Context: an optimization exercise on an open-source flow, tuned for small area. The choices shown serve that exercise and are no tape-out recipe. Function was checked by simulation only, so behaviour that the tests miss may differ from the original.

==> flow/design.v (excerpt) <==
module dctqtop(
 clk,
 reset_n,
 start,
 di,
 din_valid,
 wa,
 be,
 hold,
 ready,
 dctq,
 dctq_valid,
 addr
 ) ;
 input clk ;
 input reset_n ;
 input start ;
 input din_valid ;
 input hold ;
 input [63:0] di ;
 input [2:0] wa ;
 input [7:0] be ;
 output ready ;
 output [8:0] dctq ;
 output dctq_valid ;
 output [5:0] addr ;
 wire rnw ;
 wire encnt2 ;
 wire [5:0] cnt1_reg ;
 wire [2:0] cnt2_reg ;
 wire [2:0] cnt3_reg ;
 wire [5:0] cnt4_reg ;
 wire [63:0] col ;
 wire [15:0] rsel ;
 wire [39:0] u1 ;
 wire [2:0] ms1 ;
 wire [10:0] din_next ;
 wire [10:0] qr0, qr1, qr2, qr3, qr4, qr5, qr6, qr7 ;
 wire [47:0] u2 ;
 wire [2:0] ms2 ;
 wire [11:0] dct_next ;
 wire [8:0] dctq_next ;
 reg [39:0] u1_reg ;           
 reg [2:0] ms1_reg ;           
 reg [2:0] k1_reg ;            
 reg [14*11-1:0] din_pipe ;    
 reg [2:0] cnt3_d1, cnt3_d2 ;  
 reg [47:0] u2_reg ;           
 reg [2:0] ms2_reg ;           
 reg [2:0] k2_reg ;            
 reg [12*12-1:0] dct_pipe ;    
 reg [9*9-1:0] dctq_pipe ;     
 dualram dualram1 ( .clk(clk), .rnw(rnw), .be(be), .sel(rsel),
  .wa(wa), .di(di), .din_valid(din_valid), .dout(col) ) ;
 adder12s first_a ( .x(col), .k(cnt1_reg[5:3]), .u(u1), .msum(ms1) ) ;
 always @ (posedge clk)
 begin
  u1_reg <= u1 ;
  ms1_reg <= ms1 ;
  k1_reg <= cnt1_reg[5:3] ;
 end
 mult8ux8s first_b ( .u(u1_reg), .msum(ms1_reg), .k(k1_reg), .din(din_next) ) ;
 always @ (posedge clk)
  din_pipe <= {din_pipe[13*11-1:0], din_next} ;
 dctreg2x8xn #(11) dctreg1 ( .clk(clk), .din(din_pipe[14*11-1 -: 11]),
  .wa(cnt2_reg), .enreg(encnt2),
  .qr0(qr0), .qr1(qr1), .qr2(qr2), .qr3(qr3),
  .qr4(qr4), .qr5(qr5), .qr6(qr6), .qr7(qr7) ) ;
 always @ (posedge clk)
  ...
make LEC_CHECK=0 ABC_AREA=1 CAP_MARGIN=20 CORE_MARGIN=2 CORE_UTILIZATION=65 CTS_CLUSTER_DIAMETER=80 CTS_CLUSTER_SIZE=30 SLEW_MARGIN=20 finish   # period 8.0 ns
run.sh (not shown) runs the stock make flow with config.mk's settings and CLKGATE_MAP_FILE= SYNTH_SCRIPT=/design/flow/synth_recipe.tcl, a recipe that flattens the netlist after the stock synthesis.
The starting point finished with timing, DRC and antenna clean.
Next try:
- ABC_AREA: 1 -> default
Synthesized area climbs by 0.67%.
Non-clock buffer count rose by 109.
Routed wire length fell by 2.2%.
Count of clock-buffer cells in the layout climbs by 11.
Global-route usage goes down by 1.1 points.
Core utilization is higher by 0.59 points.
Setup slack loses 0.058 ns.
Next try:
- ABC_AREA: default -> 1
- CORE_UTILIZATION: 65 -> 72
- GPL_ROUTABILITY_DRIVEN: default -> 0
What happened: The new run passed the timing, design-rule and antenna checks. Non-clock buffer count goes down by 134. Clock skew goes down by 0.040 ns. Sequential cell count does not change. Worst hold slack is worse by 0.022 ns. Via count goes up by 1.8%. Design area goes down by about 2.1%. Worst setup slack is better by 0.033 ns. Core utilization goes up by 6.5 points. Routed wire length goes down by about 4%. Cell count goes up by 2.6%. Global-route usage goes up by 2.7 points.
Next try:
- GPL_ROUTABILITY_DRIVEN: 0 -> default
=> Worst setup slack is about the same; cell area barely changes; non-clock buffer count falls by 2; routed wire length rises by 1.4%; worst hold slack is better by 0.022 ns; clock skew falls by 0.011 ns; die area does not change; via count barely changes; sequential cell count is unchanged; final cell count stays flat.

* * *

Starting RTL as in the previous note.
clock: 8.0 ns
lec_check: 0
abc_area: 1
cap_margin: 20
core_margin: 2
core_utilization: 76
cts_cluster_diameter: 80
cts_cluster_size: 30
slew_margin: 20
The starting point produced a clean layout.
Rerun with:
- CORE_UTILIZATION: 76 -> 65
- PLACE_DENSITY: not set -> 0.8
Worst setup slack gains 300 ps. First-iteration DRC count falls by 20%. Worst hold slack loses 13 ps. Global-route usage goes down by 9.8 points. Clock-buffer cell count shrinks by 12.
Rerun with:
- CORE_UTILIZATION: 65 -> 72
Via count went up by 3.3%.
Final cell count went down by 1.7%.
Worst setup slack is worse by 140 ps.
Routed wire length went up by 6.7%.
Global-route usage went up by 6.8 points.
Maximum frequency went down by 1.8%.
Final area went down by 0.35%.
Die area went down by 9.6%.

* * *

dctqtop again, from the RTL that the note above started with.
// dctqtop
module dctqtop(
 clk,
 reset_n,
 start,
 di,
 din_valid,
 wa,
 be,
 hold,
 ready,
 dctq,
 dctq_valid,
 addr
 ) ;
 input clk ;
 input reset_n ;
 input start ;
 input din_valid ;
 input hold ;
 input [63:0] di ;
 input [2:0] wa ;
 input [7:0] be ;
 output ready ;
 output [8:0] dctq ;
 output dctq_valid ;
 output [5:0] addr ;
 wire rnw ;
 wire encnt2 ;
 wire [5:0] cnt1_reg ;
 wire [2:0] cnt2_reg ;
 wire [2:0] cnt3_reg ;
 wire [5:0] cnt4_reg ;
 wire [63:0] col ;
 wire [15:0] rsel ;
 wire [39:0] u1 ;
 wire [2:0] ms1 ;
 wire [10:0] din_next ;
 wire [10:0] qr0, qr1, qr2, qr3, qr4, qr5, qr6, qr7 ;
 wire [47:0] u2 ;
 wire [2:0] ms2 ;
 wire [11:0] dct_next ;
 wire [8:0] dctq_next ;
 reg [39:0] u1_reg ;           
 reg [2:0] ms1_reg ;           
 reg [2:0] k1_reg ;            
 reg [14*11-1:0] din_pipe ;    
 reg [2:0] cnt3_d1, cnt3_d2 ;  
 reg [47:0] u2_reg ;           
 reg [2:0] ms2_reg ;           
 reg [2:0] k2_reg ;            
 reg [12*12-1:0] dct_pipe ;    
 reg [9*9-1:0] dctq_pipe ;     
 dualram dualram1 ( .clk(clk), .rnw(rnw), .be(be), .sel(rsel),
  .wa(wa), .di(di), .din_valid(din_valid), .dout(col) ) ;
 adder12s first_a ( .x(col), .k(cnt1_reg[5:3]), .u(u1), .msum(ms1) ) ;
 always @ (posedge clk)
 begin
  u1_reg <= u1 ;
  ms1_reg <= ms1 ;
  k1_reg <= cnt1_reg[5:3] ;
 end
 mult8ux8s first_b ( .u(u1_reg), .msum(ms1_reg), .k(k1_reg), .din(din_next) ) ;
 always @ (posedge clk)
  din_pipe <= {din_pipe[13*11-1:0], din_next} ;
 dctreg2x8xn #(11) dctreg1 ( .clk(clk), .din(din_pipe[14*11-1 -: 11]),
  .wa(cnt2_reg), .enreg(encnt2),
  .qr0(qr0), .qr1(qr1), .qr2(qr2), .qr3(qr3),
  .qr4(qr4), .qr5(qr5), .qr6(qr6), .qr7(qr7) ) ;
 always @ (posedge clk)
 begin
  cnt3_d1 <= cnt3_reg ;
  cnt3_d2 <= cnt3_d1 ;
 end
 adder14rs second_a ( .q({qr0, qr1, qr2, qr3, qr4, qr5, qr6, qr7}),
  .k(cnt3_d2), .u(u2), .msum(ms2) ) ;
 always @ (posedge clk)
 begin
  u2_reg <= u2 ;
  ms2_reg <= ms2 ;
  k2_reg <= cnt3_d2 ;
 end
 mult11sx8s second_b ( .u(u2_reg), .msum(ms2_reg), .k(k2_reg), .dct(dct_next) ) ;
  ...
clock: 8.0 ns
lec_check: 0
abc_area: 1
cap_margin: 20
core_margin: 2
core_utilization: 65
cts_cluster_diameter: 80
cts_cluster_size: 30
slew_margin: 20
tns_end_percent: 5
==> next run, changes <==
--- a/flow/config.mk
+++ b/flow/config.mk
@@ -9,7 +9,7 @@
 export CAP_MARGIN = 20
 export CORE_MARGIN = 2
-export CORE_UTILIZATION = 65
+export CORE_UTILIZATION = 72
+export CTS_BUF_LIST = sky130_fd_sc_hd__clkbuf_8 sky130_fd_sc_hd__clkbuf_16
 export CTS_CLUSTER_DIAMETER = 80
 export CTS_CLUSTER_SIZE = 30
 export SLEW_MARGIN = 20
-export TNS_END_PERCENT = 5
The changed run ran to the end with no violations. Wire length goes down by 4.5%. Synthesized cell count stays the same. Sequential cell count does not change. Clock-buffer cell count falls by 22. Critical path depth shrinks by 2. Via count rises by about 0.8%.

[afterwards: timing with drivers on the ports]
How much do the figures lean on ideal ports? The routed layouts below were timed once more, with nothing changed but the port constraints.
Step 1 sets driving cells, clkbuf_16 on the clock port and buf_2 on the other inputs (assumed; they add their load-dependent delay and slew).
Step 2 moves the port delays by t, midway between the first and last clock arrival at a register: inputs arrive t later, outputs are due t later. That takes back most of the time a late clock gives input paths.
Three values: ideal, step 1, step 2; two values: the first two.
| run | t (ns) | slack for setup (ns) | clock arrival spread, ns |
|---|---|---|---|
| the first run of note 1 | 0.808 | 0.399 / 0.399 / 0.399 | 0.063 / 0.063 |
| the second run of note 1 | 0.815 | 0.341 / 0.341 / 0.341 | 0.097 / 0.098 |
| the third run of note 1 | 0.756 | 0.374 / 0.374 / 0.374 | 0.065 / 0.065 |
| the fourth run of note 1 | 0.791 | 0.373 / 0.373 / 0.373 | 0.055 / 0.055 |
| the first run of note 2 | 0.793 | 0.159 / 0.159 / 0.159 | 0.061 / 0.060 |
| the second run of note 2 | 0.804 | 0.462 / 0.462 / 0.462 | 0.113 / 0.113 |
| the third run of note 2 | 0.785 | 0.324 / 0.324 / 0.324 | 0.055 / 0.055 |
| the first run of note 3 | 0.808 | 0.399 / 0.399 / 0.399 | 0.063 / 0.063 |
| the second run of note 3 | 0.795 | 0.362 / 0.362 / 0.362 | 0.061 / 0.061 |
After both steps every run listed still meets setup and hold.
